From an optimization exercise on the open Yosys and OpenROAD flow, aimed at small area; shortcuts taken in it are not production practice.
At most, simulation tests tie the RTL to the original design; equivalence was not proved.
Only the layout flow was run in run 3; the RTL was not checked for function there.
In every run shown here, the design's own scripts or RTL, not TritonCTS, make the clock network.
The clock port is modelled as an ideal driver, which makes a skipped or thinned clock tree look cheaper than it is; a real chip needs a root buffer or a tree.
No activity file was given, so power comes from the tool's default toggle rates.

## flow/design.v

```verilog
`timescale 1ns / 1ps
module motor_driver_top(
        input [7:0] SW,
        input clk,
        input rst,
        input [15:0] adc_data,
        output [7:0] LED,
        output [3:0] AN,
        output [6:0] SEG,
        output [3:0] IN
    );
    assign LED = SW;
    reg [13:0] r;
    reg [3:0] q;        
    reg [2:0] hi;       
    wire wrap = (r == 14'b10101101110101);                    
    wire long_next = ~q[3] & q[1] & (q[2] ^ q[0]);            
    always @(posedge clk)
        if (rst) begin
            r <= 0; q <= 0; hi <= 0;
        end else if (wrap) begin
            r <= {long_next, 13'd0};                          
            if (q[3] & q[0]) begin                            
                q <= 0;
                hi <= hi + 1'b1;
            end else
                q <= q + 1'b1;
        end else
            r <= {r[12:0], ~(r[13] ^ r[12] ^ r[11] ^ r[1])};
    reg [9:0] m;
    wire dec = (m[9:5] == 5'b11111) & m[3] & m[0];    
    wire s2  = (m[9:5] == 5'b11111) & m[3] & m[1];    
    wire ovf = (&adc_data[15:6]) & (adc_data[5] | (adc_data[4] & |adc_data[3:0]));
    always @(posedge clk)
        if (rst | s2 | (dec & ovf)) m <= 0;
        else m <= m + 1'b1;
    reg busy;
    always @(posedge clk)
        if (rst) busy <= 0;
        else if (dec & ~ovf) busy <= 1;
        else if (m[7] & ~m[9]) busy <= 0;
    wire [1:0] k = m[6:5];
    wire [1:0] j = m[1:0];
    wire pass = ~m[4] & ~(k[1] & k[0]);
    wire mask = (k[0] & (m[3:0] == 4'd15)) | (k[1] & (m[3:1] == 3'd7));
    wire dw = m[4] & (m[3:2] == 2'b00) & ~(k[1] & k[0]);
    wire stash = dw & ~m[1];
    wire dab = busy & dw;
    reg [15:0] W;
    reg d1, d2, cy;
    wire in = pass & ~mask & W[0];
    wire s0 = in ^ d2 ^ cy;
    wire s1 = (in & d2) | (in & cy) | (d2 & cy);
    always @(posedge clk) begin
        W <= {pass ? s0 : (busy & W[0]), W[15:1]} | ({16{dec}} & {adc_data[14:0], adc_data[15]});
        d1 <= pass ? in : (stash & s0);
        d2 <= d1;
        cy <= s1;
    end
    reg dbit;
    always @(*)
        case ({k[1], j})
            3'b0_00: dbit = k[0] ? (d2 & cy) : (d1 & d2 & cy);
            3'b0_01: dbit = k[0] ? d1 : (d2 ^ cy);
            3'b0_10: dbit = k[0] ? W[13] : d2;
            3'b0_11: dbit = k[0] ? W[11] : W[12];
            3'b1_00: dbit = cy;
            3'b1_01: dbit = W[14];
            3'b1_10: dbit = W[12];
            default: dbit = W[10];
        endcase
    reg [3:0] YH, YT, YO;
    reg YS;
    function [2:0] mod5;
        input [3:0] n;
        begin
            mod5[2] = (n[2] & ~n[1] & ~n[0]) | (n[3] & n[0]);
            mod5[1] = (~n[2] & n[1]) | (n[2] & n[1] & n[0]) | (n[3] & ~n[0]);
            mod5[0] = (~n[3] & ~n[2] & n[0]) | (n[2] & n[1] & ~n[0]) | (n[3] & ~n[0]);
        end
    endfunction
    function ge5;
        input [3:0] n;
        ge5 = n[3] | (n[2] & (n[1] | n[0]));
    endfunction
    always @(posedge clk)
        if (rst | s2) begin
            YH <= 0; YT <= 0; YO <= 0; YS <= 0;
        end else if (dab) begin
            YS <= YS | ge5(YH);
            YH <= {mod5(YH), ge5(YT)};
            YT <= {mod5(YT), ge5(YO)};
            YO <= {mod5(YO), dbit};
        end
    reg [3:0] VH, VT, VO;
    reg VG;
    always @(posedge clk)
        if (rst) begin
            VH <= 0; VT <= 0; VO <= 0; VG <= 0;
        end else if (dec & ovf) begin
            VH <= 0; VT <= 4'd9; VO <= 4'd6; VG <= 1;     
        end else if (s2) begin
            VH <= YH; VT <= YT; VO <= YO; VG <= YS | (YH[3] & YH[0]);    
        end
    reg flag;
    always @(posedge clk)
        if (rst) flag <= 0;
        else flag <= VG;
    wire [1:0] sel = hi[2:1];
    wire [3:0] dig = sel[1] ? (sel[0] ? VO : VT) : VH;
    reg [6:0] seg;
    always @(*)
        case (dig)
            4'd0: seg = 7'b1000000;
            4'd1: seg = 7'b1111001;
            4'd2: seg = 7'b0100100;
            4'd3: seg = 7'b0110000;
            4'd4: seg = 7'b0011001;
            4'd5: seg = 7'b0010010;
            4'd6: seg = 7'b0000010;
            4'd7: seg = 7'b1111000;
            default: seg = dig[0] ? 7'b0011000 : 7'b0000000;
        endcase
    assign SEG = (sel == 2'd0) ? {1'b0, SW[7], 3'b011, 1'b1, SW[7]} : seg;
    assign AN = ~(4'b1000 >> sel);
    reg p;
    always @(*)
        case (SW[6:0])
            7'b0000001: p = q < 4'd3;
            7'b0000010: p = q < 4'd4;
            7'b0000100: p = q < 4'd5;
            7'b0001000: p = q < 4'd6;
            7'b0010000: p = q < 4'd7;
            7'b0100000: p = q < 4'd8;
            7'b1000000: p = q < 4'd9;
            default: p = 1'b0;
        endcase
    reg inA, inB;
    always @(posedge clk)
        if (rst) begin
            inA <= 0; inB <= 0;
        end else begin
            inA <= p & SW[7] & ~flag;
            inB <= p & ~SW[7] & ~flag;
        end
    assign IN = {inA, inB, inB, inA};
endmodule
```

## flow/flow/run.sh

```bash
#!/bin/bash
# ORFS layout of the standard synthesis, with these changes:
#  - after the standard synthesis, its combinational cells are mapped again
#    by ABC for area (remap.tcl, area.abc); the registers, their cells and
#    their names are the standard synthesis's, untouched;
#  - port buffers are sky130_fd_sc_hd__buf_1 instead of the default cell;
#  - the clock tree is a few large clock buffers, each driving a cluster of
#    registers (clkbuf.tcl), if the register clock pins' slew stays well
#    under the limit; otherwise ORFS's clock tree synthesis without dummy
#    loads.
# Each tool's output goes to its own log file in this folder.
set -euo pipefail
ARGS=("BUFFER_PORTS_ARGS=-buffer_cell sky130_fd_sc_hd__buf_1"
      "CTS_ARGS=-sink_clustering_enable -repair_clock_nets -dont_use_dummy_load")
bash standard.sh "${ARGS[@]}" synth > standard_synth.log 2>&1
R=$PWD/orfs/results/$FLOW_PLATFORM/motor_driver_top/base
PLAT=$FLOW_HOME/platforms/$FLOW_PLATFORM
cp $R/1_2_yosys.v standard_netlist.v
LIB=$PLAT/lib/sky130_fd_sc_hd__tt_025C_1v80.lib \
  IN_V=standard_netlist.v OUT_V=remapped_netlist.v ABC_SCRIPT=$PWD/flow/area.abc \
  yosys -c flow/remap.tcl > remap.log 2>&1
cp remapped_netlist.v $R/1_2_yosys.v
rm -f $R/1_synth.odb $R/1_synth.sdc
bash standard.sh "${ARGS[@]}" place > standard_place.log 2>&1
# clock buffers: the first configuration whose worst register clock-pin
# slew (placement parasitics) is at most 110 ps
done_cts=0
for cfg in "3 sky130_fd_sc_hd__clkbuf_8" "2 sky130_fd_sc_hd__clkbuf_16" "4 sky130_fd_sc_hd__clkbuf_8" "3 sky130_fd_sc_hd__clkbuf_16" "4 sky130_fd_sc_hd__clkbuf_16"; do
  set -- $cfg
  log=clkbuf_${1}.log
  PLAT=$PLAT IN_ODB=$R/3_place.odb IN_SDC=$R/3_place.sdc \
    OUT_ODB=$PWD/clkbuf_try.odb OUT_SDC=$PWD/clkbuf_try.sdc \
    CLKBUF_CELL=$2 CLKBUF_K=$1 CLKROOT_CELL=sky130_fd_sc_hd__clkbuf_4 \
    openroad -no_init -exit flow/clkbuf.tcl > $log 2>&1 || continue
  worst=$(sed -n '/CLOCK PIN SLEWS/,$p' $log | grep '/CLK ^' | awk '{print $3; print $5}' | cut -d: -f1 | sort -g | tail -1)
  echo "$cfg: worst clock pin slew $worst" >> clkbuf_choice.log
  if [[ -n "$worst" ]] && awk -v w="$worst" 'BEGIN { exit !(w <= 0.110) }'; then
    cp clkbuf_try.odb $R/4_1_cts.odb
    cp $R/4_1_cts.odb $R/4_cts.odb
    cp clkbuf_try.sdc $R/4_cts.sdc
    done_cts=1
    echo "chosen: $cfg" >> clkbuf_choice.log
    break
  fi
done
[[ $done_cts == 1 ]] || echo "chosen: ORFS clock tree synthesis" >> clkbuf_choice.log
bash standard.sh "${ARGS[@]}" finish > standard_finish.log 2>&1
```

## flow/flow/area.abc

```
strash
&get -n
&fraig -x
&put
scorr
dc2
strash
&get -n
&dch -f
&nf -R 1000
&put
mfs2
strash
&get -n
&dch -f
&nf -R 1000
&put
mfs2
strash
&get -n
&dch -f
&nf -R 1000
&put
mfs2
strash
&get -n
&dch -f
&nf -R 1000
&put
mfs2
strash
&get -n
&dch -f
&nf -R 1000
&put
mfs2
strash
&get -n
&dch -f
&nf -R 1000
&put
mfs2
strash
&get -n
&dch -f
&nf -R 1000
&put
mfs2
strash
&get -n
&dch -f
&nf -R 1000
&put
mfs2
strash
&get -n
&dch -f
&nf -R 1000
&put
```

## flow/flow/clkbuf.tcl

```tcl
# Replace clock tree synthesis by K clock buffers, each driving one
# cluster of registers (k-means on their placement) and placed at its
# centre; the clock port drives the K buffers directly (with more than four,
# through one root buffer).  Prints every register clock pin's slew so that
# run.sh can check it.
# env: PLAT IN_ODB IN_SDC OUT_ODB OUT_SDC CLKBUF_CELL CLKBUF_K CLKROOT_CELL
read_lef $::env(PLAT)/lef/sky130_fd_sc_hd.tlef
read_lef $::env(PLAT)/lef/sky130_fd_sc_hd_merged.lef
read_liberty $::env(PLAT)/lib/sky130_fd_sc_hd__tt_025C_1v80.lib
read_db $::env(IN_ODB)
read_sdc $::env(IN_SDC)
source $::env(PLAT)/setRC.tcl
set block [ord::get_db_block]
set db [ord::get_db]
set clknet [$block findNet clk]
set master [$db findMaster $::env(CLKBUF_CELL)]
set K $::env(CLKBUF_K)
set sinks {}
foreach iterm [$clknet getITerms] {
  set loc [[$iterm getInst] getLocation]
  lappend sinks [list $iterm [lindex $loc 0] [lindex $loc 1]]
}
set n [llength $sinks]
# k-means on sink locations, started from sinks sorted along x then y
set sorted [lsort -integer -index 1 $sinks]
set cx {}; set cy {}
for {set k 0} {$k < $K} {incr k} {
  set s [lindex $sorted [expr {int(($k + 0.5) * $n / $K)}]]
  lappend cx [lindex $s 1]; lappend cy [lindex $s 2]
}
for {set it 0} {$it < 50} {incr it} {
  set asg {}
  foreach s $sinks {
    set best 0; set bd 1e30
    for {set k 0} {$k < $K} {incr k} {
      set d [expr {abs([lindex $s 1] - [lindex $cx $k]) + abs([lindex $s 2] - [lindex $cy $k])}]
      if {$d < $bd} { set bd $d; set best $k }
    }
    lappend asg $best
  }
  set nx {}; set ny {}
  for {set k 0} {$k < $K} {incr k} {
    set sx 0; set sy 0; set c 0
    foreach s $sinks a $asg {
      if {$a == $k} { set sx [expr {$sx + [lindex $s 1]}]; set sy [expr {$sy + [lindex $s 2]}]; incr c }
    }
    if {$c > 0} { lappend nx [expr {$sx / $c}]; lappend ny [expr {$sy / $c}] } else { lappend nx [lindex $cx $k]; lappend ny [lindex $cy $k] }
  }
  set cx $nx; set cy $ny
}
set drv $clknet
if {$K > 4} {
  set root [odb::dbInst_create $block [$db findMaster $::env(CLKROOT_CELL)] clkbuf_root]
  set drv [odb::dbNet_create $block clknet_root]
  $drv setSigType CLOCK
  [$root findITerm A] connect $clknet
  [$root findITerm X] connect $drv
  set rx 0; set ry 0
  for {set k 0} {$k < $K} {incr k} { set rx [expr {$rx + [lindex $cx $k]}]; set ry [expr {$ry + [lindex $cy $k]}] }
  $root setLocation [expr {$rx / $K}] [expr {$ry / $K}]
  $root setPlacementStatus PLACED
}
for {set k 0} {$k < $K} {incr k} {
  set inst [odb::dbInst_create $block $master clkbuf_$k]
  set net [odb::dbNet_create $block clknet_$k]
  $net setSigType CLOCK
  set c 0
  foreach s $sinks a $asg {
    if {$a == $k} { set it [lindex $s 0]; $it disconnect; $it connect $net; incr c }
  }
  puts "clock buffer $k: $c sinks"
  [$inst findITerm A] connect $drv
  [$inst findITerm X] connect $net
  $inst setLocation [lindex $cx $k] [lindex $cy $k]
  $inst setPlacementStatus PLACED
}
detailed_placement
check_placement
set_propagated_clock [all_clocks]
estimate_parasitics -placement
report_clock_skew
puts "CLOCK PIN SLEWS"
foreach p [get_pins -hierarchical */CLK] { report_slews -digits 4 $p }
write_db $::env(OUT_ODB)
write_sdc $::env(OUT_SDC)
```

## flow/flow/remap.tcl

```tcl
# Map the combinational logic of a synthesized netlist again, for area.
# The flip-flop instances are kept as they are (same cells, same names).
# env: LIB IN_V OUT_V ABC_SCRIPT
yosys read_liberty -ignore_miss_func $::env(LIB)
yosys read_verilog $::env(IN_V)
yosys hierarchy -top motor_driver_top
# registers stay cell instances; every other cell becomes plain logic
set seq {sky130_fd_sc_hd__df* sky130_fd_sc_hd__edf* sky130_fd_sc_hd__sdf* sky130_fd_sc_hd__sedf* sky130_fd_sc_hd__dl*}
yosys setattr -mod -set keep_hierarchy 1 {*}$seq
yosys flatten
yosys opt_clean -purge
# area.abc: ABC's default mapping followed by rounds of don't-care
# optimisation (mfs2) and area-recovering remapping
yosys abc -liberty $::env(LIB) -dont_use *lpflow* -dont_use *probe* -script $::env(ABC_SCRIPT)
yosys opt_clean -purge
yosys hilomap -singleton -hicell sky130_fd_sc_hd__conb_1 HI -locell sky130_fd_sc_hd__conb_1 LO
yosys insbuf -buf sky130_fd_sc_hd__buf_4 A X
yosys blackbox {*}$seq
yosys tee -o remap_stat.log stat -liberty $::env(LIB)
yosys write_verilog -noattr -noexpr -nohex -nodec -selected $::env(OUT_V)
```

## flow/standard.sh

```bash
#!/bin/bash
# synth_recipe.tcl (not shown) runs the flow's synth.tcl, then flattens the netlist and writes it again
# the make line also repeats each setting of config.mk as NAME=value (left out here)
make -C /OpenROAD-flow-scripts/flow DESIGN_CONFIG=/design/flow/config.mk WORK_HOME=/design/flow/orfs CLKGATE_MAP_FILE= SYNTH_SCRIPT=/design/flow/synth_recipe.tcl "${@:-finish}"
```

## flow/config.mk

```make
export PLATFORM = sky130hd
export DESIGN_NAME = motor_driver_top
export DESIGN_NICKNAME = motor_driver_top
export VERILOG_FILES = /design/flow/design.v
export SDC_FILE = /design/flow/constraint.sdc
export NUM_CORES = 4
export LEC_CHECK = 0
export CAP_MARGIN = 20
export CORE_MARGIN = 2
export CORE_UTILIZATION = 45
export PLACE_DENSITY = 0.9
export SLEW_MARGIN = 20
```

## flow/constraint.sdc

```tcl
create_clock -name core_clock -period 100.0 [get_ports {clk}]
set_input_delay 20.0000 -clock core_clock [delete_from_list [all_inputs] [get_ports {clk}]]
set_output_delay 20.0000 -clock core_clock [all_outputs]
set_load 0.01 [all_outputs]
```

==> run notes, run 1 <==
Timing
The final-report hold violation count is 0. The minimum clock period is 40470 ps. Between clock sinks in the finished design, the worst skew comes to 18.71 ps. Derived from the worst setup path, the maximum achievable clock frequency is 24.71 MHz. The pin slew with the least headroom to its limit is 583.9 ps.

For the final routed database, the setup TNS stands at 0 ps. Setup repair after global routing left no endpoint under its margin. The count of endpoints failing setup in the final report is 0. The worst slack on hold paths is 385.5 ps.

After layout, the worst path uses 40.47% of the clock period. The worst pin sits at a relative slew slack of 61.07%. The number of max-slew violations in the final report is 0.

Final layout
The total area of sequential cells is 1602 um^2. The share of the core filled with cells in the final layout is 51.33%. The area of the multi-input gates is 1526 um^2.

The library cell used most frequently in the layout, excluding fill and tap cells, is sky130_fd_sc_hd__dfxtp_1. The net total in the final layout is 433. Fill cells in the final layout number 635.

In the final layout, the share of cells above drive strength 1 is 0.9877%. Leaving out fill and tap cells, the most frequent cells in the layout are 80 x sky130_fd_sc_hd__dfxtp_1, 48 x sky130_fd_sc_hd__buf_1, 46 x sky130_fd_sc_hd__nor2_1. After routing the design area is 3526 um^2. Compared with the post-synthesis result, the final layout area differs by 9.056%. The number of antenna diodes in the final layout is 0.

Power and ir drop
The peak ir drop on the vdd network is 13.75 uV. The sequential fraction of design power is 68.1%. The internal portion of the total power is 38.99 uW.

Power spread over the standard cell area amounts to 13.70 nW/um^2. The switching share of power is 19.27%. The share of total power dissipated in combinational logic is 4.9%. In this run the static leakage power is 1.292 nW. The switching power summed over all nets is 9.307 uW. The share of total power in the clock network is 27.1%.

Critical path
The required arrival time at the worst endpoint is 80000 ps. The number of buffers and inverters on the critical path is 2. For the worst flop-to-flop path, the logic depth is 6.

For the worst setup path, the data arrival time is 20470 ps. Counting buffers and inverters, the worst setup path is 4 cells deep. The source of the worst register-to-register timing path is m[5].

Broken down by cell family, the worst path's largest delay share belongs to buffers and inverters. The cell type with the highest occurrence count on the critical path is sky130_fd_sc_hd__buf_1. The critical path capture point type is a primary output.

Tracing the worst setup path back leads to its startpoint at SW[7]. The startpoint type of the worst setup path is a primary input. The slowest stage of the critical path belongs to the cell sky130_fd_sc_hd__buf_1.

The kind of critical path is primary input to primary output. The register-to-register setup slack is 97600 ps. Walking the worst path, the cells encountered are buf_1 -> nand2_1 -> o21ai_0 -> buf_1.

For this run, the slowest stage of the critical path takes 170 ps. The maximum fanout encountered on the critical timing path is 4.

Global routing
The leftover overflow at the end of global routing is 0. The via count of the first global-routing pass is 2517. The overall routing resource usage is 16.12%. The maximum number of pins on one net before global-route repair is 31. The first-pass GRT wire length is 10690 um. The initial antenna violation count came to 0.

Flow run
Max-cap violations in this run came to 0.

Status
The run finished with no timing, DRC or antenna violations.

Die
The placement row count is 30. For this configuration, the core starts out at a cell density of 47.07%. The width of the chip is 88.76 um. The floorplan step defined a core boundary enclosing 6869 um^2.

Measured along the y axis, the die boundary spans 88.76 um. The die outline area is 7878 um^2. The total I/O pin count is 49.

Yosys
A synthesized cell averages 8.858 um^2. The area of the mapped netlist is 3233 um^2. For this run, the number of Yosys warnings is 1.

In the synthesized netlist, the number of instances is 365. Counting every net in the synthesized netlist gives 391.

Routing
The number of search-and-repair iterations in the first detailed-routing pass is 4. The average routed wire per standard cell is 12.72 um. The detailed router finished its first iteration with 172 violations. The total via count in the routed design is 2715. The detail route stage leaves a number of antenna-violating nets equal to 0. Using the TritonRoute via totals, the vias-per-cell ratio works out to 5.419. The final wirelength is 6371 um. In the routed design, unresolved DRC markers number 0.

Placement
Buffers placed on the I/O ports in this run total 48. The final weighted congestion of routability-driven global placement is 0.8375. After legalization and detailed placement, the total HPWL measured 4732 um. After detailed placement, the total cell area comes to 3451 um^2.

Clocking
Clock-pin slew was measured on the worst setup and hold paths at 100 ps. Clock latency on the worst-skew pair, taken at its later pin, is 160 ps.

Min path
Counting instances, the worst hold path has a depth of 0. The beginning of the worst hold path is d1. The tightest min-delay check is of the flip-flop to flip-flop type.
## power groups by stage
| stage | Clock (mW) | Sequential [mW] | Combinational (mW) |
|---|---|---|---|
| 5_1_grt | 0.0146 | 0.0329 | 0.00264 |
| 3_3_place_gp | 0 | 0.0336 | 0.00224 |
| 6_report | 0.0131 | 0.0329 | 0.00235 |
| 3_5_place_dp | 0 | 0.0336 | 0.00235 |
| 2_1_floorplan | 0 | 0.0335 | 0.00150 |
## through the flow
stage                     std cells  setup WS, ps  power [mW]
after floorplan                 365         59810     0.03501
after global placement          498         59550     0.03582
after detailed placement        498         59520     0.03594
after global routing            501         59460     0.05018
final                           501         59530     0.04830
## routing by layer
layer | GRT usage (%) | wire [um]
met3 | 1.306 | 309
met2 | 30.94 | 3107
met1 | 20.17 | 2901
met4 | 1.653 | 53
met5 | 0 | 0
## path summary, 6_finish.rpt
check           end
min reg2reg      d2
max reg2reg   YO[1]
max          SEG[5]
min              d2
## layout make-up
cell class,instances,area share [%]
repair buffers,49,5.323
flip-flops and latches,80,45.42
multi-input cells,269,43.29
inverters,4,0.4258
well taps,96,3.407
plain buffers,3,2.129
## registers in the layout (all words and copies together), names as in the netlist, 4 cells and up, named ones only
signal,count
q,4
VT,4
m,10
VO,4
W,16
r,14
VH,4
## worst reg2reg max path: stages (launching register included)
cell and delay (ps):
sky130_fd_sc_hd__dfxtp_1 410, sky130_fd_sc_hd__and2_0 260, sky130_fd_sc_hd__nor4b_1 500, sky130_fd_sc_hd__nand2_1 440
sky130_fd_sc_hd__nor3_1 370, sky130_fd_sc_hd__mux2i_1 220, sky130_fd_sc_hd__a21oi_1 80
==> run 2, diff against run 1 <==
--- a/flow/design.v
+++ b/flow/design.v
@@ -11,5 +11,7 @@
     );
     assign LED = SW;
-    reg [13:0] r;
+    localparam [13:0] RPOL = 14'h2AAA;
+    reg [13:0] rs;
+    wire [13:0] r = rs ^ RPOL;
     reg [3:0] q;        
     reg [2:0] hi;       
@@ -18,7 +20,7 @@
     always @(posedge clk)
         if (rst) begin
-            r <= 0; q <= 0; hi <= 0;
+            rs <= RPOL; q <= 0; hi <= 0;
         end else if (wrap) begin
-            r <= {long_next, 13'd0};                          
+            rs <= {long_next, 13'd0} ^ RPOL;                  
             if (q[3] & q[0]) begin                            
                 q <= 0;
@@ -27,5 +29,5 @@
                 q <= q + 1'b1;
         end else
-            r <= {r[12:0], ~(r[13] ^ r[12] ^ r[11] ^ r[1])};
+            rs <= {r[12:0], ~(r[13] ^ r[12] ^ r[11] ^ r[1])} ^ RPOL;
     reg [9:0] m;
     wire dec = (m[9:5] == 5'b11111) & m[3] & m[0];    
@@ -47,5 +49,7 @@
     wire stash = dw & ~m[1];
     wire dab = busy & dw;
-    reg [15:0] W;
+    localparam [15:0] WPOL = 16'hAAAA;
+    reg [15:0] Ws;
+    wire [15:0] W = Ws ^ WPOL;
     reg d1, d2, cy;
     wire in = pass & ~mask & W[0];
@@ -53,5 +57,5 @@
     wire s1 = (in & d2) | (in & cy) | (d2 & cy);
     always @(posedge clk) begin
-        W <= {pass ? s0 : (busy & W[0]), W[15:1]} | ({16{dec}} & {adc_data[14:0], adc_data[15]});
+        Ws <= ({pass ? s0 : (busy & W[0]), W[15:1]} | ({16{dec}} & {adc_data[14:0], adc_data[15]})) ^ WPOL;
         d1 <= pass ? in : (stash & s0);
         d2 <= d1;
--- a/flow/flow/run.sh
+++ b/flow/flow/run.sh
@@ -2,5 +2,6 @@
 # ORFS layout of the standard synthesis, with these changes:
 #  - after the standard synthesis, its combinational cells are mapped again
-#    by ABC for area (remap.tcl, area.abc); the registers, their cells and
+#    by ABC for area (remap.tcl), with a few ABC scripts (area_*.abc) of
+#    which the smallest result is kept; the registers, their cells and
 #    their names are the standard synthesis's, untouched;
 #  - port buffers are sky130_fd_sc_hd__buf_1 instead of the default cell;
@@ -17,7 +18,19 @@
 PLAT=$FLOW_HOME/platforms/$FLOW_PLATFORM
 cp $R/1_2_yosys.v standard_netlist.v
-LIB=$PLAT/lib/sky130_fd_sc_hd__tt_025C_1v80.lib \
-  IN_V=standard_netlist.v OUT_V=remapped_netlist.v ABC_SCRIPT=$PWD/flow/area.abc \
-  yosys -c flow/remap.tcl > remap.log 2>&1
+# several ABC scripts (area_*.abc); the smallest result is used
+best=""; best_area=""
+for abc in flow/area_*.abc; do
+  name=$(basename $abc .abc)
+  LIB=$PLAT/lib/sky130_fd_sc_hd__tt_025C_1v80.lib \
+    IN_V=standard_netlist.v OUT_V=remapped_$name.v ABC_SCRIPT=$PWD/$abc STAT_OUT=remap_stat_$name.log \
+    yosys -c flow/remap.tcl > remap_$name.log 2>&1 || continue
+  area=$(grep 'Chip area' remap_stat_$name.log | awk '{print $NF}')
+  echo "$name $area" >> remap_choice.log
+  if [[ -n "$area" ]] && { [[ -z "$best_area" ]] || awk -v a="$area" -v b="$best_area" 'BEGIN { exit !(a < b) }'; }; then
+    best=$name; best_area=$area
+  fi
+done
+echo "chosen: $best $best_area" >> remap_choice.log
+cp remapped_$best.v remapped_netlist.v
 cp remapped_netlist.v $R/1_2_yosys.v
 rm -f $R/1_synth.odb $R/1_synth.sdc
@@ -28,5 +41,5 @@
 for cfg in "3 sky130_fd_sc_hd__clkbuf_8" "2 sky130_fd_sc_hd__clkbuf_16" "4 sky130_fd_sc_hd__clkbuf_8" "3 sky130_fd_sc_hd__clkbuf_16" "4 sky130_fd_sc_hd__clkbuf_16"; do
   set -- $cfg
-  log=clkbuf_${1}.log
+  log=clkbuf_${1}_${2##*__}.log
   PLAT=$PLAT IN_ODB=$R/3_place.odb IN_SDC=$R/3_place.sdc \
     OUT_ODB=$PWD/clkbuf_try.odb OUT_SDC=$PWD/clkbuf_try.sdc \
==> flow/flow/area_s17.abc (new file) <==
strash
&get -n
&fraig -x
&put
scorr
dc2
strash
&get -n
&dch -f
&nf
&put
mfs2
strash
&get -n
&dch -f
&nf -R 1000
&put
mfs2
strash
&get -n
&dch -f
&nf -R 1000
&put
mfs2
strash
&get -n
&dch -f
&nf -R 1000
&put
mfs2
strash
&get -n
&dch -f
&nf -R 1000
&put
==> flow/flow/area_s19.abc (new file) <==
strash
&get -n
&fraig -x
&put
scorr
dc2
strash
&get -n
&dch -f
&nf -R 1000
&put
mfs2
strash
&get -n
&dch -f
&nf -R 1000
&put
mfs2
strash
&get -n
&dch -f
&nf -R 1000
&put
mfs2
strash
&get -n
&dch -f
&nf -R 1000
&put
mfs2
strash
&get -n
&dch -f
&nf -R 1000
&put
mfs2
strash
&get -n
&dch -f
&nf -R 1000
&put
mfs2
strash
&get -n
&dch -f
&nf -R 1000
&put
mfs2
strash
&get -n
&dch -f
&nf -R 1000
&put
mfs2
strash
&get -n
&dch -f
&nf -R 1000
&put
==> flow/flow/area_s25.abc (new file) <==
strash
&get -n
&fraig -x
&put
scorr
dc2
strash
&get -n
&dch -f
&nf -R 1000
&put
mfs2
strash
&get -n
&dch -f
&nf -R 1000
&put
mfs2
strash
&get -n
&dch -f
&nf -R 1000
&put
mfs2
strash
&get -n
&dch -f
&nf -R 1000
&put
mfs2
strash
&get -n
&dch -f
&nf -R 1000
&put
mfs2
strash
&get -n
&dch -f
&nf -R 1000
&put
mfs2
strash
&get -n
&dch -f
&nf -R 1000
&put
mfs2
strash
&get -n
&dch -f
&nf -R 1000
&put
mfs2
strash
&get -n
&dch -f
&nf -R 1000
&put
mfs2
strash
&get -n
&dch -f
&nf -R 1000
&put
mfs2
strash
&get -n
&dch -f
&nf -R 1000
&put
mfs2
strash
&get -n
&dch -f
&nf -R 1000
&put
mfs2
strash
&get -n
&dch -f
&nf -R 1000
&put
mfs2
strash
&get -n
&dch -f
&nf -R 1000
&put
mfs2
strash
&get -n
&dch -f
&nf -R 1000
&put
mfs2
strash
&get -n
&dch -f
&nf -R 1000
&put
mfs2
strash
&get -n
&dch -f
&nf -R 1000
&put
==> flow/flow/area_t2.abc (new file) <==
strash
&get -n
&fraig -x
&put
scorr
dc2
strash
&get -n
&dch -f
&nf -R 1000
&put
mfs2
strash
dc2
&get -n
&dch -f
&nf -R 1000
&put
mfs2
strash
&get -n
&dch
&nf -R 1000
&put
mfs2
strash
dc2
&get -n
&dch -f
&nf -R 1000
&put
mfs2
strash
&get -n
&dch
&nf -R 1000
&put
mfs2
strash
dc2
&get -n
&dch -f
&nf -R 1000
&put
mfs2
strash
&get -n
&dch
&nf -R 1000
&put
mfs2
strash
dc2
&get -n
&dch -f
&nf -R 1000
&put
mfs2
strash
&get -n
&dch
&nf -R 1000
&put
==> flow/flow/area_t4.abc (new file) <==
strash
dc2
&get -n
&dch -f
&nf -R 1000
&put
mfs2
strash
&get -n
&dch -f
&nf -R 1000
&put
mfs2
strash
&get -n
&dch -f
&nf -R 1000
&put
mfs2
strash
&get -n
&dch -f
&nf -R 1000
&put
mfs2
strash
&get -n
&dch -f
&nf -R 1000
&put
mfs2
strash
&get -n
&dch -f
&nf -R 1000
&put
mfs2
strash
&get -n
&dch -f
&nf -R 1000
&put
mfs2
strash
&get -n
&dch -f
&nf -R 1000
&put
mfs2
strash
&get -n
&dch -f
&nf -R 1000
&put
--- a/flow/flow/remap.tcl
+++ b/flow/flow/remap.tcl
@@ -1,5 +1,5 @@
 # Map the combinational logic of a synthesized netlist again, for area.
 # The flip-flop instances are kept as they are (same cells, same names).
-# env: LIB IN_V OUT_V ABC_SCRIPT
+# env: LIB IN_V OUT_V ABC_SCRIPT STAT_OUT
 yosys read_liberty -ignore_miss_func $::env(LIB)
 yosys read_verilog $::env(IN_V)
@@ -17,4 +17,4 @@
 yosys insbuf -buf sky130_fd_sc_hd__buf_4 A X
 yosys blackbox {*}$seq
-yosys tee -o remap_stat.log stat -liberty $::env(LIB)
+yosys tee -o $::env(STAT_OUT) stat -liberty $::env(LIB)
 yosys write_verilog -noattr -noexpr -nohex -nodec -selected $::env(OUT_V)
--- a/flow/config.mk
+++ b/flow/config.mk
@@ -8,5 +8,4 @@
 export CAP_MARGIN = 20
 export CORE_MARGIN = 2
-export CORE_UTILIZATION = 45
-export PLACE_DENSITY = 0.9
+export CORE_UTILIZATION = 55
 export SLEW_MARGIN = 20
removed: flow/flow/area.abc
==> run 2 against run 1 <==
- still clean
- routed wire length fell by 2.2%
- worst hold slack lost 20 ps
- design area decreased by 1.8%
- core utilization rose by 11 points
- synthesized cell count rose by 3.8%
- flip-flop and latch count is the same
- largest cell class unchanged
==> run notes, run 2 <==
Routing
The total via count in the routed design is 2676 (-1.4%). The average routed wire per standard cell is 12.66 um (-0.46%). The remaining routing DRC violations is 0 (unchanged). The number of antenna-violating nets in the routed design is 0 (unchanged).

The number of search-and-repair iterations in the first detailed-routing pass came to 4 (unchanged). The via count normalized by instance count is 5.439 (+0.37%). The number of violations reported at the end of detailed-routing iteration 0 is 94 (-45%). The final wirelength was 6228 um (-2.2%).

Die
The placement row count is 27 (-10%). The die boundary height came to 79.99 um (-9.9%). The die outline area is 6398 um^2 (-19%).

The area inside the core boundary is 5540 um^2 (-19%). The total I/O pin count is 49 (unchanged). The width of the chip was 79.99 um (-9.9%). The initial core utilization was 57.32% (+10 points).

Critical path
The register-to-register setup slack is 97770 ps (+170 ps). The startpoint type of the worst setup path is a primary input. In this run the critical register-to-register path is launched from m[5]. The required arrival time at the worst endpoint came to 80000 ps (about the same). The endpoint identified for the worst register-to-register timing path is m[8]. The depth of the worst register-to-register path is 6 (unchanged). The arrival time of data at the critical path endpoint is 20470 ps (about the same). The maximum fanout encountered on the critical timing path is 4 (unchanged).

The kind of critical path is primary input to primary output. STA classifies the critical path endpoint as a primary output.

Final layout
The post-synthesis to final-layout area growth was 9.062% (about the same). The diode insertion count for antenna repair came to 0 (unchanged). Ws holds more flip-flops than any other register. The share of final-layout standard cells stronger than drive strength 1 is 1.429% (+0.44 points). The net total in the final layout is 448 (+3.5%).

In the layout the commonest cells are 80 x sky130_fd_sc_hd__dfxtp_1, 57 x sky130_fd_sc_hd__nand2_1, 53 x sky130_fd_sc_hd__nor2_1. The post-layout instance count excluding filler cells came to 492 (-1.8%). The flip-flop count of the largest register after layout is 16 (unchanged). The commonest non-fill, non-tap cell in the layout is sky130_fd_sc_hd__dfxtp_1. The filler cell count in the final layout is 496 (-22%). In the final layout, the registers with the most flip-flops are Ws (16), rs (14), m (10).

Power and ir drop
The share of total power in the clock network is 27.1% (about the same). The part of the total power dissipated in combinational logic is 6.9% (+2.0 points). The leakage power was 1.241 nW (-4.0%). The overall power consumption is 55.07 uW (+14%).

The switching share of power is 20.52% (+1.2 points). The sequential fraction of design power was 66.0% (-2.1 points). The switching power summed over all nets was 11.30 uW (+21%). The internal cell power was 43.77 uW (+12%). The peak ir drop on the vdd network was 13.76 uV (about the same). The power density normalized to cell area is 15.90 nW/um^2 (+16%).

Min path
The class of the tightest hold or removal check is flip-flop to flip-flop. The beginning of the worst hold path is Ws[15]. The number of cells on the worst hold path is 1 (+1). The sink of the worst hold path is Ws[14].

Global routing
The leftover overflow at the end of global routing is 0 (unchanged). The initial antenna violation count is 0 (unchanged). The maximum number of pins on one net before global-route repair is 25 (-19%). The via count of the first global-routing pass is 2370 (-5.8%).

The first-pass GRT wire length is 10800 um (+1.0%). The overall routing resource usage was 19.99% (+3.9 points).

Yosys
The area of the mapped netlist came to 3176 um^2 (-1.8%). The gate count of the mapped netlist was 379 (+3.8%). The Yosys warning count is 1 (unchanged). The average instance area after synthesis is 8.379 um^2 (-5.4%). The number of nets produced by synthesis is 405 (+3.6%).

Placement
The number of buffer cells added on primary ports is 48 (unchanged). The placed wire-length estimate is 4478 um (-5.4%). The post-place setup slack is 59520 ps (-0.7000 ps).

The number of placed cells counting well taps is 488 (-2.0%). The final weighted congestion of routability-driven global placement is 0.7867 (-6.1%).

Timing
Setup repair after global routing left no endpoint under its margin. The number of max-slew violations in the final report is 0 (unchanged). The worst slack on hold paths is 365.8 ps (-19.70 ps).

The minimum clock period is 40470 ps (-1.600 ps). The fmax is 24.71 MHz (about the same). The largest clock skew in the final design was 16.53 ps (-2.181 ps). The final-report hold violation count was 0 (unchanged).

The total negative setup slack is 0 ps (unchanged). The pin slew with the least headroom to its limit is 911.9 ps (+328.0 ps). The worst max-slew margin expressed relative to the limit came to 39.21% (-22 points). The count of endpoints failing setup in the final report was 0 (unchanged).

The final critical-path share of the clock period is 40.47% (about the same). The post-route worst setup slack is 59530 ps (+1.600 ps).

Flow run
The number of max-cap violations came to 0 (unchanged).

Status
The run finished with no timing, DRC or antenna violations.

Clocking
The clock-pin transition on the worst setup and hold timing paths is 70 ps (-30 ps). The insertion delay to the later sink of the worst-skew pair is 150 ps (about the same).
[run 2: worst max path at each step]
stage,end,depth (start not counted),startpoint
after floorplan,SEG[0],2,SW[7]
after detailed placement,SEG[5],4,SW[7]
after global routing,SEG[0],4,SW[7]
after global placement,SEG[0],4,SW[7]
final,SEG[0],4,SW[7]
[run 2: worst max-delay path, stage by stage]
cell and delay, ps:
sky130_fd_sc_hd__buf_1 140, sky130_fd_sc_hd__nand2_1 80, sky130_fd_sc_hd__o21ai_0 70, sky130_fd_sc_hd__buf_1 170
[run 2: power groups by stage]
stage	clock network [mW]	registers [mW]	logic, mW
5_1_grt	0.0163	0.0367	0.00445
3_3_place_gp	0	0.0370	0.00357
2_1_floorplan	0	0.0366	0.00269
6_report	0.0149	0.0364	0.00378
3_5_place_dp	0	0.0371	0.00380
[run 2: final cells by class]
cell class,count,area (um^2),area share (%)
buffer,4,100.1,2.890
sequential,80,1602,46.24
multi-input combinational,280,1458,42.09
inverter,7,26.28,0.7587
tap,72,90.09,2.601
timing repair buffer,49,187.7,5.419
[run 2: through the flow]
step	area (um^2)	util, %
finish	3463	62.51
global placement	3363	60.70
global route	3463	62.51
floorplan	3176	-
detailed placement	3363	60.70
[run 2: layer usage]
| metal | vias to the layer above | share of wire, % | global-route usage [%] |
|---|---|---|---|
| met5 | - | 0 | 0 |
| met2 | 43 | 43 | 33.50 |
| li1 | 1406 | - | - |
| met1 | 1223 | 52 | 29.41 |
| met4 | 0 | 1.0 | 1.525 |
| met3 | 4 | 3.4 | 1.584 |
==> run 3, diff against run 2 <==
--- a/flow/design.v
+++ b/flow/design.v
@@ -107,8 +107,9 @@
             VH <= YH; VT <= YT; VO <= YO; VG <= YS | (YH[3] & YH[0]);    
         end
-    reg flag;
+    reg flagn;    
+    wire flag = ~flagn;
     always @(posedge clk)
-        if (rst) flag <= 0;
-        else flag <= VG;
+        if (rst) flagn <= 1;
+        else flagn <= ~VG;
     wire [1:0] sel = hi[2:1];
     wire [3:0] dig = sel[1] ? (sel[0] ? VO : VT) : VH;
@@ -140,11 +141,12 @@
             default: p = 1'b0;
         endcase
-    reg inA, inB;
+    reg inAn, inBn;    
+    wire inA = ~inAn, inB = ~inBn;
     always @(posedge clk)
         if (rst) begin
-            inA <= 0; inB <= 0;
+            inAn <= 1; inBn <= 1;
         end else begin
-            inA <= p & SW[7] & ~flag;
-            inB <= p & ~SW[7] & ~flag;
+            inAn <= ~(p & SW[7] & ~flag);
+            inBn <= ~(p & ~SW[7] & ~flag);
         end
     assign IN = {inA, inB, inB, inA};
--- a/flow/flow/run.sh
+++ b/flow/flow/run.sh
@@ -40,20 +40,22 @@
 done_cts=0
 for cfg in "3 sky130_fd_sc_hd__clkbuf_8" "2 sky130_fd_sc_hd__clkbuf_16" "4 sky130_fd_sc_hd__clkbuf_8" "3 sky130_fd_sc_hd__clkbuf_16" "4 sky130_fd_sc_hd__clkbuf_16"; do
-  set -- $cfg
-  log=clkbuf_${1}_${2##*__}.log
-  PLAT=$PLAT IN_ODB=$R/3_place.odb IN_SDC=$R/3_place.sdc \
-    OUT_ODB=$PWD/clkbuf_try.odb OUT_SDC=$PWD/clkbuf_try.sdc \
-    CLKBUF_CELL=$2 CLKBUF_K=$1 CLKROOT_CELL=sky130_fd_sc_hd__clkbuf_4 \
-    openroad -no_init -exit flow/clkbuf.tcl > $log 2>&1 || continue
-  worst=$(sed -n '/CLOCK PIN SLEWS/,$p' $log | grep '/CLK ^' | awk '{print $3; print $5}' | cut -d: -f1 | sort -g | tail -1)
-  echo "$cfg: worst clock pin slew $worst" >> clkbuf_choice.log
-  if [[ -n "$worst" ]] && awk -v w="$worst" 'BEGIN { exit !(w <= 0.110) }'; then
-    cp clkbuf_try.odb $R/4_1_cts.odb
-    cp $R/4_1_cts.odb $R/4_cts.odb
-    cp clkbuf_try.sdc $R/4_cts.sdc
-    done_cts=1
-    echo "chosen: $cfg" >> clkbuf_choice.log
-    break
-  fi
+  for slack in 1000 0; do
+    set -- $cfg
+    log=clkbuf_${1}_${2##*__}_$slack.log
+    PLAT=$PLAT IN_ODB=$R/3_place.odb IN_SDC=$R/3_place.sdc \
+      OUT_ODB=$PWD/clkbuf_try.odb OUT_SDC=$PWD/clkbuf_try.sdc \
+      CLKBUF_CELL=$2 CLKBUF_K=$1 CLKROOT_CELL=sky130_fd_sc_hd__clkbuf_4 CLKBUF_SLACK=$slack \
+      openroad -no_init -exit flow/clkbuf.tcl > $log 2>&1 || continue
+    worst=$(sed -n '/CLOCK PIN SLEWS/,$p' $log | grep '/CLK ^' | awk '{print $3; print $5}' | cut -d: -f1 | sort -g | tail -1)
+    echo "$cfg capacity slack $slack: worst clock pin slew $worst" >> clkbuf_choice.log
+    if [[ -n "$worst" ]] && awk -v w="$worst" 'BEGIN { exit !(w <= 0.110) }'; then
+      cp clkbuf_try.odb $R/4_1_cts.odb
+      cp $R/4_1_cts.odb $R/4_cts.odb
+      cp clkbuf_try.sdc $R/4_cts.sdc
+      done_cts=1
+      echo "chosen: $cfg capacity slack $slack" >> clkbuf_choice.log
+      break 2
+    fi
+  done
 done
 [[ $done_cts == 1 ]] || echo "chosen: ORFS clock tree synthesis" >> clkbuf_choice.log
--- a/flow/flow/clkbuf.tcl
+++ b/flow/flow/clkbuf.tcl
@@ -5,4 +5,5 @@
 # run.sh can check it.
 # env: PLAT IN_ODB IN_SDC OUT_ODB OUT_SDC CLKBUF_CELL CLKBUF_K CLKROOT_CELL
+#      CLKBUF_SLACK (cluster capacity above an even split; large = plain k-means)
 read_lef $::env(PLAT)/lef/sky130_fd_sc_hd.tlef
 read_lef $::env(PLAT)/lef/sky130_fd_sc_hd_merged.lef
@@ -29,13 +30,24 @@
   lappend cx [lindex $s 1]; lappend cy [lindex $s 2]
 }
-for {set it 0} {$it < 50} {incr it} {
-  set asg {}
+# k-means with a capacity per cluster (greedy assignment of the closest
+# sink-centre pairs), so that the buffers carry similar loads
+set cap [expr {($n + $K - 1) / $K + $::env(CLKBUF_SLACK)}]
+for {set it 0} {$it < 30} {incr it} {
+  set pairs {}
+  set si 0
   foreach s $sinks {
-    set best 0; set bd 1e30
     for {set k 0} {$k < $K} {incr k} {
-      set d [expr {abs([lindex $s 1] - [lindex $cx $k]) + abs([lindex $s 2] - [lindex $cy $k])}]
-      if {$d < $bd} { set bd $d; set best $k }
+      lappend pairs [list [expr {abs([lindex $s 1] - [lindex $cx $k]) + abs([lindex $s 2] - [lindex $cy $k])}] $si $k]
     }
-    lappend asg $best
+    incr si
+  }
+  set pairs [lsort -real -index 0 $pairs]
+  set asg [lrepeat $n -1]
+  set cnt [lrepeat $K 0]
+  foreach pr $pairs {
+    set si [lindex $pr 1]; set k [lindex $pr 2]
+    if {[lindex $asg $si] >= 0 || [lindex $cnt $k] >= $cap} { continue }
+    lset asg $si $k
+    lset cnt $k [expr {[lindex $cnt $k] + 1}]
   }
   set nx {}; set ny {}
==> run 3 against run 2 <==
- still clean
- global-route usage about the same
- first-iteration DRC count up 2.1%
- final cell count fell by 0.20%
==> run notes, run 3 <==
Die
The total I/O pin count is 49 (unchanged). The die boundary height is 79.99 um (unchanged). The initial core utilization is 57.32% (unchanged). The width of the chip is 79.99 um (unchanged). The placement row count is 27 (unchanged). The area inside the core boundary is 5540 um^2 (unchanged). The die outline area is 6398 um^2 (unchanged).

Timing
The pin slew with the least headroom to its limit is 640.4 ps (-271.5 ps). The largest clock skew in the final design is 10.09 ps (-6.440 ps). The worst max-slew margin expressed relative to the limit was 56.86% (+18 points). The number of max-slew violations in the final report is 0 (unchanged).

The final-report hold violation count came to 0 (unchanged). The total negative setup slack is 0 ps (unchanged). The post-route worst setup slack came to 59430 ps (-101.4 ps). The count of endpoints failing setup in the final report is 0 (unchanged).

Setup repair after global routing left no endpoint under its margin. The minimum clock period is 40570 ps (+101.4 ps). The fmax is 24.65 MHz (-0.25%). The final critical-path share of the clock period is 40.57% (+0.10 points).

Final layout
More flip-flops sit in one register than any other, and that register is Ws. The net total in the final layout is 447 (-0.22%). The post-synthesis to final-layout area growth is 8.983% (about the same). The area of the multi-input gates is 1465 um^2 (+0.52%). In the layout the commonest cells are 80 x sky130_fd_sc_hd__dfxtp_1, 50 x sky130_fd_sc_hd__nand2_1, 48 x sky130_fd_sc_hd__buf_1. The filler cell count in the final layout is 508 (+2.4%). The share of final-layout standard cells stronger than drive strength 1 was 1.432% (+0.0034 points). In the final layout, the registers with the most flip-flops are Ws (16), rs (14), m (10). The flip-flop count of the largest register after layout was 16 (unchanged).

The diode insertion count for antenna repair came to 0 (unchanged). Leaving out fill and tap cells, the most frequent cell in the layout is sky130_fd_sc_hd__dfxtp_1. The share of the core filled with cells in the final layout came to 62.47% (about the same). The total area of sequential cells was 1602 um^2 (unchanged).

Flow run
The number of max-cap violations is 0 (unchanged).

Yosys
The average instance area after synthesis was 8.446 um^2 (+0.80%). The Yosys warning count is 1 (unchanged). The number of nets produced by synthesis is 402 (-0.74%).

The area of the mapped netlist is 3176 um^2 (unchanged). The gate count of the mapped netlist was 376 (-0.79%).

Global routing
The via count of the first global-routing pass is 2442 (+3.0%). The initial antenna violation count is 0 (unchanged). The first-pass GRT wire length is 10830 um (+0.26%). The maximum number of pins on one net before global-route repair is 31 (+24%).

The leftover overflow at the end of global routing is 0 (unchanged). The overall routing resource usage is 20.02% (+0.033 points).

Power and ir drop
The power density normalized to cell area is 15.23 nW/um^2 (-4.3%). The peak ir drop on the vdd network came to 16.06 uV (+17%). The leakage power came to 1.217 nW (-1.9%).

Min path
The sink of the worst hold path is d2. The beginning of the worst hold path is d1. The class of the tightest hold or removal check is flip-flop to flip-flop. The number of cells on the worst hold path is 0 (-1).

Critical path
The required arrival time at the worst endpoint is 80000 ps (about the same). The worst setup path is of the primary input to primary output kind. STA classifies the critical path endpoint as a primary output. The maximum fanout encountered on the critical timing path came to 4 (unchanged). The endpoint identified for the worst register-to-register timing path is VO[0]. The register-to-register setup slack is 97770 ps (about the same). The arrival time of data at the critical path endpoint came to 20570 ps (+100 ps).

The source of the worst register-to-register timing path is m[5]. The depth of the worst register-to-register path is 6 (unchanged). The startpoint type of the worst setup path is a primary input.

Clocking
The clock-pin transition on the worst setup and hold timing paths is 90 ps (+20 ps). The insertion delay to the later sink of the worst-skew pair is 160 ps (about the same).

Routing
The total via count in the routed design is 2734 (+2.2%). The average routed wire per standard cell came to 12.65 um (about the same). The remaining routing DRC violations is 0 (unchanged). The final wirelength came to 6213 um (-0.24%). The number of antenna-violating nets in the routed design is 0 (unchanged). The number of search-and-repair iterations in the first detailed-routing pass is 4 (unchanged). The via count normalized by instance count is 5.568 (+2.4%). The number of violations reported at the end of detailed-routing iteration 0 is 96 (+2.1%).

Placement
The number of buffer cells added on primary ports is 48 (unchanged). The placed wire-length estimate came to 4411 um (-1.5%). The final weighted congestion of routability-driven global placement is 0.8094 (+2.9%). The post-place setup slack is 59460 ps (-60.40 ps).

Status
The run finished with no timing, DRC or antenna violations.
## run 3: worst max-delay path, stage by stage
cell,delay [ps]
sky130_fd_sc_hd__buf_1,160
sky130_fd_sc_hd__nand2_1,110
sky130_fd_sc_hd__o41ai_1,110
sky130_fd_sc_hd__buf_1,190
## run 3: power breakdown
| group | internal, mW | switching [mW] | leakage [nW] | total, mW |
|---|---|---|---|---|
| Clock | 0.00552 | 0.00751 | 0.0370 | 0.0130 |
| Sequential | 0.0348 | 0.00127 | 0.653 | 0.0361 |
| Combinational | 0.00160 | 0.00196 | 0.527 | 0.00356 |
| Total | 0.0419 | 0.0107 | 1.22 | 0.0527 |
## run 3: how the worst max path moves through the flow
stage          start      to  slack (ps)  cells after the start
2_1_floorplan  SW[7]  SEG[0]       59810                      2
3_3_place_gp   SW[7]  SEG[5]       59510                      4
3_5_place_dp   SW[7]  SEG[5]       59460                      4
5_1_grt        SW[7]  SEG[5]       59390                      4
6_report       SW[7]  SEG[5]       59430                      4
## run 3: metal layers
metal	vias up	wire length (um)	track usage, %
met5	-	0	0
met3	6	287	0.9050
met2	73	2879	36.00
met4	0	55	1.356
met1	1235	2991	27.85
li1	1420	-	-
## run 3: area by class of cell
type | instances | share of cell area [%]
inverter | 9 | 0.9761
sequential | 80 | 46.28
multi-input combinational | 277 | 42.34
tap | 72 | 2.603
buffer | 3 | 2.169
timing repair buffer | 50 | 5.640
## run 3: metrics by stage
stage | instances | hold WS [ps] | area (um^2) | power, mW
final | 491 | 373.4 | 3461 | 0.05269
after global placement | 488 | 345.3 | 3386 | 0.04035
after floorplan | 376 | 343.4 | 3176 | 0.03900
after global routing | 491 | 387.3 | 3461 | 0.05501
after detailed placement | 488 | 354.4 | 3386 | 0.04044
==> run 4, diff against run 3 <==
--- a/flow/design.v
+++ b/flow/design.v
@@ -107,9 +107,8 @@
             VH <= YH; VT <= YT; VO <= YO; VG <= YS | (YH[3] & YH[0]);    
         end
-    reg flagn;    
-    wire flag = ~flagn;
+    reg flag;
     always @(posedge clk)
-        if (rst) flagn <= 1;
-        else flagn <= ~VG;
+        if (rst) flag <= 0;
+        else flag <= VG;
     wire [1:0] sel = hi[2:1];
     wire [3:0] dig = sel[1] ? (sel[0] ? VO : VT) : VH;
@@ -141,12 +140,11 @@
             default: p = 1'b0;
         endcase
-    reg inAn, inBn;    
-    wire inA = ~inAn, inB = ~inBn;
+    reg inA, inB;
     always @(posedge clk)
         if (rst) begin
-            inAn <= 1; inBn <= 1;
+            inA <= 0; inB <= 0;
         end else begin
-            inAn <= ~(p & SW[7] & ~flag);
-            inBn <= ~(p & ~SW[7] & ~flag);
+            inA <= p & SW[7] & ~flag;
+            inB <= p & ~SW[7] & ~flag;
         end
     assign IN = {inA, inB, inB, inA};
==> run 4 against run 3 <==
- flip-flop and latch count stayed put
- synthesized cell count is 0.80% higher
- critical path depth stayed put
- register-to-register slack hardly changed
- first-iteration DRC count is 5.2% higher
- via count is 2.1% lower
- routed wire length is 0.21% lower
- synthesized area stayed put
- design area is 0.65% lower
==> run notes, run 4 <==
Placement
The placed wire-length estimate is 4478 um (+1.5%). The number of buffer cells added on primary ports is 48 (unchanged). The final weighted congestion of routability-driven global placement is 0.7867 (-2.8%).

Final layout
The filler cell count in the final layout came to 498 (-2.0%). The post-synthesis to final-layout area growth is 8.274%. The diode insertion count for antenna repair is 0 (unchanged). The net total in the final layout is 447 (unchanged).

The register containing the most flip-flops in the final layout is Ws. The commonest non-fill, non-tap cell in the layout is sky130_fd_sc_hd__dfxtp_1. In the final layout, the registers with the most flip-flops are Ws (16), rs (14), m (10).

In the layout the commonest cells are 80 x sky130_fd_sc_hd__dfxtp_1, 57 x sky130_fd_sc_hd__nand2_1, 53 x sky130_fd_sc_hd__nor2_1. The share of final-layout standard cells stronger than drive strength 1 came to 1.193% (-0.24 points). The flip-flop count of the largest register after layout is 16 (unchanged).

Yosys
The area of the mapped netlist came to 3176 um^2 (unchanged). The Yosys warning count was 1 (unchanged). The number of nets produced by synthesis is 405 (+0.75%). The gate count of the mapped netlist is 379 (+0.80%). The average instance area after synthesis is 8.379 um^2 (-0.79%).

Routing
The total via count in the routed design is 2676 (-2.1%). The number of search-and-repair iterations in the first detailed-routing pass is 4 (unchanged). The number of antenna-violating nets in the routed design is 0 (unchanged). The number of violations reported at the end of detailed-routing iteration 0 is 101 (+5.2%). The average routed wire per standard cell was 12.63 um (-0.21%). The final wirelength is 6200 um (-0.21%). The remaining routing DRC violations is 0 (unchanged). The via count normalized by instance count is 5.450 (-2.1%).

Global routing
The maximum number of pins on one net before global-route repair is 28 (-9.7%). The leftover overflow at the end of global routing is 0 (unchanged). The overall routing resource usage is 19.90% (-0.11 points). The first-pass GRT wire length is 10720 um (-0.96%). The initial antenna violation count came to 0 (unchanged). The via count of the first global-routing pass was 2355 (-3.6%).

Clocking
The insertion delay to the later sink of the worst-skew pair was 160 ps (about the same). The clock-pin transition on the worst setup and hold timing paths was 100 ps (about the same).

Timing
The pin slew with the least headroom to its limit is 931.4 ps (+291.0 ps). The worst slack on hold paths was 372.6 ps (-0.7640 ps). The number of max-slew violations in the final report is 0 (unchanged). The largest clock skew in the final design is 8.930 ps (-1.160 ps). The count of endpoints failing setup in the final report was 0 (unchanged). The minimum clock period came to 40470 ps (-101.4 ps). The fmax is 24.71 MHz (+0.25%). Setup repair after global routing left no endpoint under its margin.

The final-report hold violation count is 0 (unchanged). The worst max-slew margin expressed relative to the limit is 37.91% (-19 points). The total negative setup slack is 0 ps (unchanged). The final critical-path share of the clock period came to 40.47% (-0.10 points).

Critical path
The startpoint identified for the worst register-to-register timing path is m[5]. STA classifies the critical path endpoint as a primary output. The startpoint type of the worst setup path is a primary input.

The arrival time of data at the critical path endpoint came to 20470 ps (-100 ps). Tracing the worst setup path back leads to its startpoint at SW[7]. The maximum fanout encountered on the critical timing path is 4 (unchanged).

The required arrival time at the worst endpoint is 80000 ps (about the same). The critical path is of the primary input to primary output type.

Power and ir drop
The part of the total power dissipated in combinational logic came to 7.1% (+0.3 points). The power density normalized to cell area came to 15.50 nW/um^2 (+1.8%). The switching power summed over all nets is 11.23 uW (+4.5%). The sequential fraction of design power is 68.3% (-0.2 points). The peak ir drop on the vdd network is 13.81 uV (-14%). The switching share of power is 21.08% (+0.69 points). The internal cell power is 42.05 uW (+0.24%). The leakage power is 1.228 nW (+0.91%). The share of total power in the clock network is 24.7% (about the same).

Die
The placement row count came to 27 (unchanged). The initial core utilization is 57.32% (unchanged). The die outline area is 6398 um^2 (unchanged). The area inside the core boundary is 5540 um^2 (unchanged).

The width of the chip is 79.99 um (unchanged). The total I/O pin count was 49 (unchanged). The die boundary height was 79.99 um (unchanged).

Min path
The class of the tightest hold or removal check is flip-flop to flip-flop. In this run the most critical hold path is launched from Ws[15].

Flow run
The number of max-cap violations is 0 (unchanged).

Status
The run finished with no timing, DRC or antenna violations.
==> run 4: layout make-up <==
class,instances,area (um^2),area share (%)
tap,72,90.09,2.620
timing repair buffer,49,187.7,5.459
multi-input combinational,280,1458,42.39
buffer,3,75.07,2.183
inverter,7,26.28,0.7642
sequential,80,1602,46.58
==> run 4: final timing paths <==
| path | endpoint | slack, ps | depth (start not counted) |
|---|---|---|---|
| max | SEG[0] | 59530 | 4 |
| max reg2reg | m[8] | 97770 | 6 |
| min | Ws[14] | 370 | 1 |
| min reg2reg | Ws[14] | 370 | 1 |
==> run 4: through the flow <==
step / utilization (%) / std cells / power [mW] / setup WS, ps / area [um^2]
finish: 62.06 / 491 / 0.05328 / 59530 / 3438
global route: 62.06 / 491 / 0.05593 / 59450 / 3438
detailed placement: 60.70 / 488 / 0.04086 / 59520 / 3363
floorplan: - / 379 / 0.03924 / 59820 / 3176
global placement: 60.70 / 488 / 0.04059 / 59540 / 3363
==> run 4: power by group through the flow <==
stage | Sequential, mW | Clock (mW) | Combinational (mW)
floorplan | 0.0366 | 0 | 0.00269
global placement | 0.0370 | 0 | 0.00357
detailed placement | 0.0371 | 0 | 0.00380
global route | 0.0367 | 0.0147 | 0.00444
finish | 0.0364 | 0.0131 | 0.00377
==> run 4: layer usage <==
layer	share of wire [%]	GRT usage, %	up-vias
met2	45	33.67	39
met3	2.7	1.471	4
li1	-	-	1406
met5	0	0	-
met4	0.84	1.356	0
met1	52	29.15	1227
==> run 4: critical path, stage by stage <==
cell and delay (ps):
sky130_fd_sc_hd__buf_1 140, sky130_fd_sc_hd__nand2_1 80, sky130_fd_sc_hd__o21ai_0 70, sky130_fd_sc_hd__buf_1 170
==> run 5, diff against run 4 <==
--- a/flow/flow/run.sh
+++ b/flow/flow/run.sh
@@ -2,7 +2,8 @@
 # ORFS layout of the standard synthesis, with these changes:
 #  - after the standard synthesis, its combinational cells are mapped again
-#    by ABC for area (remap.tcl), with a few ABC scripts (area_*.abc) of
-#    which the smallest result is kept; the registers, their cells and
-#    their names are the standard synthesis's, untouched;
+#    by ABC for area (remap.tcl): a few ABC scripts (area_*.abc) are tried
+#    and the smallest result is mapped again while that still helps; the
+#    registers, their cells and their names are the standard synthesis's,
+#    untouched;
 #  - port buffers are sky130_fd_sc_hd__buf_1 instead of the default cell;
 #  - the clock tree is a few large clock buffers, each driving a cluster of
@@ -18,19 +19,28 @@
 PLAT=$FLOW_HOME/platforms/$FLOW_PLATFORM
 cp $R/1_2_yosys.v standard_netlist.v
-# several ABC scripts (area_*.abc); the smallest result is used
-best=""; best_area=""
-for abc in flow/area_*.abc; do
-  name=$(basename $abc .abc)
-  LIB=$PLAT/lib/sky130_fd_sc_hd__tt_025C_1v80.lib \
-    IN_V=standard_netlist.v OUT_V=remapped_$name.v ABC_SCRIPT=$PWD/$abc STAT_OUT=remap_stat_$name.log \
-    yosys -c flow/remap.tcl > remap_$name.log 2>&1 || continue
-  area=$(grep 'Chip area' remap_stat_$name.log | awk '{print $NF}')
-  echo "$name $area" >> remap_choice.log
-  if [[ -n "$area" ]] && { [[ -z "$best_area" ]] || awk -v a="$area" -v b="$best_area" 'BEGIN { exit !(a < b) }'; }; then
-    best=$name; best_area=$area
+# Several ABC scripts (area_*.abc) map the netlist; the smallest result is
+# mapped again the same way, for as long as that still makes it smaller.
+cur=standard_netlist.v; cur_area=""
+for round in 1 2 3 4 5 6 7 8; do
+  best=""; best_area=""
+  for abc in flow/area_*.abc; do
+    name=r${round}_$(basename $abc .abc)
+    LIB=$PLAT/lib/sky130_fd_sc_hd__tt_025C_1v80.lib \
+      IN_V=$cur OUT_V=remapped_$name.v ABC_SCRIPT=$PWD/$abc STAT_OUT=remap_stat_$name.log \
+      yosys -c flow/remap.tcl > remap_$name.log 2>&1 || continue
+    area=$(grep 'Chip area' remap_stat_$name.log | awk '{print $NF}')
+    echo "$name $area" >> remap_choice.log
+    if [[ -n "$area" ]] && { [[ -z "$best_area" ]] || awk -v a="$area" -v b="$best_area" 'BEGIN { exit !(a < b) }'; }; then
+      best=$name; best_area=$area
+    fi
+  done
+  if [[ -n "$best_area" ]] && { [[ -z "$cur_area" ]] || awk -v a="$best_area" -v b="$cur_area" 'BEGIN { exit !(a < b) }'; }; then
+    cur=remapped_$best.v; cur_area=$best_area
+  else
+    break
   fi
 done
-echo "chosen: $best $best_area" >> remap_choice.log
-cp remapped_$best.v remapped_netlist.v
+echo "chosen: $cur $cur_area" >> remap_choice.log
+cp $cur remapped_netlist.v
 cp remapped_netlist.v $R/1_2_yosys.v
 rm -f $R/1_synth.odb $R/1_synth.sdc
==> run 5 against run 4 <==
- critical path type unchanged
- clock power grew 12%
- still clean on timing, DRC and antenna
- sequential power fell by 2%
- global-route usage down 0.20 points
- clock skew increased by 20 ps
==> run notes, run 5 <==
Die
The area inside the core boundary is 5507 um^2 (-0.61%). The placement row count came to 27 (unchanged). The width of the chip came to 79.60 um (-0.49%).

The total I/O pin count is 49 (unchanged). The die boundary height came to 79.60 um (-0.49%). The die outline area is 6335 um^2 (-0.97%). The initial core utilization is 57.08% (-0.24 points).

Final layout
Leaving out fill and tap cells, the most frequent cells in the layout are 80 x sky130_fd_sc_hd__dfxtp_1, 48 x sky130_fd_sc_hd__nor2_1, 48 x sky130_fd_sc_hd__buf_1. Counting flops per register, the top entry is Ws. The library cell used most frequently in the layout, excluding fill and tap cells, is sky130_fd_sc_hd__dfxtp_1. The share of final-layout standard cells stronger than drive strength 1 is 1.232% (+0.038 points).

The net total in the final layout is 434 (-2.9%). The largest registers in the layout are Ws (16), rs (14), m (10). The diode insertion count for antenna repair came to 0 (unchanged). The post-layout instance count excluding filler cells came to 478 (-2.6%).

The flip-flop count of the largest register after layout is 16 (unchanged). The post-synthesis to final-layout area growth is 9.116%.

Critical path
The arrival time of data at the critical path endpoint is 20490 ps (+20 ps). The kind of critical path is primary input to primary output. The maximum fanout encountered on the critical timing path is 5 (+1).

The required arrival time at the worst endpoint is 80000 ps (about the same). The most critical setup path has its startpoint at SW[7]. In this run the critical register-to-register path is launched from m[5]. The startpoint type of the worst setup path is a primary input. The worst setup path is captured at a primary output.

Timing
The number of max-slew violations in the final report is 0 (unchanged). The post-route worst setup slack is 59510 ps (-21.80 ps). The final-report hold violation count is 0 (unchanged). The minimum clock period came to 40490 ps (+21.80 ps). The largest clock skew in the final design is 29.13 ps (+20.20 ps).

The worst slack on hold paths came to 338.7 ps (-33.94 ps). The fmax was 24.70 MHz (about the same). The count of endpoints failing setup in the final report is 0 (unchanged). Setup repair after global routing left no endpoint under its margin.

The final critical-path share of the clock period came to 40.49% (about the same). The worst max-slew margin expressed relative to the limit is 39.58% (+1.7 points). The pin slew with the least headroom to its limit is 905.8 ps (-25.63 ps). The total negative setup slack was 0 ps (unchanged).

Power and ir drop
The internal cell power is 42.94 uW (+2.1%). The part of the total power dissipated in combinational logic was 5.8% (-1.3 points). The share of total power in the clock network was 27.6% (+2.9 points). The power density normalized to cell area is 15.53 nW/um^2 (+0.23%).

The overall power consumption is 53.27 uW (about the same). The switching power summed over all nets is 10.33 uW (-8.0%). The switching share of power is 19.39% (-1.7 points).

The sequential fraction of design power came to 66.7% (-1.6 points). The leakage power was 1.216 nW (-1.0%). The peak ir drop on the vdd network is 13.62 uV (-1.3%).

Routing
The total met2 wirelength after detailed routing is 2808 um (+1.4%). The top layer used by detailed routing is met4. The via count normalized by instance count came to 5.521 (+1.3%).

The total met3 wirelength after detailed routing is 199 um (+21%). The number of violations reported at the end of detailed-routing iteration 0 is 117 (+16%). The total via count in the routed design is 2639 (-1.4%).

The number of antenna-violating nets in the routed design is 0 (unchanged). The routed length on met1 was 2999 um (-6.6%). The average routed wire per standard cell came to 12.73 um (+0.80%). The number of search-and-repair iterations in the first detailed-routing pass is 4 (unchanged).

The remaining routing DRC violations came to 0 (unchanged). The final wirelength is 6084 um (-1.9%).

Clocking
The clock-pin transition on the worst setup and hold timing paths was 90 ps (about the same). The insertion delay to the later sink of the worst-skew pair is 160 ps (about the same).

Yosys
The average instance area after synthesis is 8.587 um^2 (+2.5%). The area of the mapped netlist is 3143 um^2 (-1.0%). The number of nets produced by synthesis is 392 (-3.2%). The gate count of the mapped netlist was 366 (-3.4%).

The Yosys warning count is 1 (unchanged).

Placement
The final weighted congestion of routability-driven global placement is 0.7907 (+0.51%). The number of placed cells counting well taps is 474 (-2.9%). The post-place setup slack is 59510 ps (-12.20 ps).

The placed wire-length estimate is 4520 um (+0.92%). The number of buffer cells added on primary ports is 48 (unchanged).

Status
The flow ran to the end and the layout has no timing, DRC or antenna violations.

Global routing
The overall routing resource usage is 19.71% (-0.20 points). The via count of the first global-routing pass came to 2335 (-0.85%). The initial antenna violation count is 0 (unchanged). The first-pass GRT wire length is 10490 um (-2.1%). The maximum number of pins on one net before global-route repair was 28 (unchanged). The leftover overflow at the end of global routing was 0 (unchanged).

Min path
The path class of the tightest hold or removal check is flip-flop to flip-flop. The beginning of the worst hold path is Ws[9].

Flow run
The number of max-cap violations was 0 (unchanged).
run 5: changes by cell type in the layout (fill, tap and decap cells not counted), sizes merged, moves of 4 or more:
cell   change
a22oi      -4
nor3       -4
o21ai      +6
nand2     -12
a22o       +8
nor2       -5
run 5: layer usage:
metal | global-route usage [%] | vias up
li1 | - | 1402
met1 | 27.30 | 1193
met2 | 34.87 | 37
met3 | 1.357 | 7
met4 | 2.069 | 0
met5 | 0 | -
run 5: worst paths after layout:
path | depth (start not counted) | slack [ps] | end
min | 1 | 340 | Ws[8]
min reg2reg | 1 | 340 | Ws[8]
max reg2reg | 5 | 97440 | VH[0]
max | 4 | 59510 | SEG[0]
run 5: final cells by class:
class                           count  area (um^2)
Fill cell                         519         2077
Timing Repair Buffer               48        180.2
Buffer                              4        100.1
Multi-Input combinational cell    268         1435
Tap cell                           72        90.09
Sequential cell                    80         1602
Inverter                            6        22.52
run 5: power groups by stage:
stage | Combinational (mW) | Clock (mW) | Sequential, mW
after floorplan | 0.00216 | 0 | 0.0359
after global placement | 0.00300 | 0 | 0.0362
after detailed placement | 0.00309 | 0 | 0.0362
after global routing | 0.00366 | 0.0163 | 0.0358
final | 0.00308 | 0.0147 | 0.0355
run 5: worst max-delay path, cell delays in order:
cell and delay (ps):
sky130_fd_sc_hd__buf_1 160, sky130_fd_sc_hd__a21oi_1 90, sky130_fd_sc_hd__nor2_1 90, sky130_fd_sc_hd__buf_1 150
run 5: stage by stage:
step	utilization (%)	area [um^2]
floorplan	-	3143
global placement	60.35	3323
detailed placement	60.35	3323
global route	62.28	3430
finish	62.28	3430

## afterwards: timing with drivers on the ports
Ports are ideal in the flow. The routed layouts listed here were re-timed in OpenROAD. Step 1 (the two cells are an assumption about what drives the block):
set clk [get_ports {clk}]
set_driving_cell -lib_cell sky130_fd_sc_hd__clkbuf_16 $clk
set_driving_cell -lib_cell sky130_fd_sc_hd__buf_2 [delete_from_list [all_inputs] $clk]
Step 2, shift: input delay + t, output delay - t, t = (earliest + latest rising clock arrival at the registers) / 2. This alone moves slack from input paths to output paths. a / b / c = ideal ports / drivers / drivers and shift; a / b = the first two.
run | t (ns) | setup WS [ns] | clock arrival spread, ns
run 1 | 0.218 | 59.530 / 59.505 / 59.505 | 0.019 / 0.019
run 2 | 0.219 | 59.531 / 59.505 / 59.505 | 0.016 / 0.016
run 3 | 0.216 | 59.430 / 59.408 / 59.408 | 0.012 / 0.011
run 4 | 0.224 | 59.531 / 59.505 / 59.505 | 0.010 / 0.010
run 5 | 0.217 | 59.510 / 59.488 / 59.488 | 0.029 / 0.030
After both steps setup and hold are still met in every run listed.
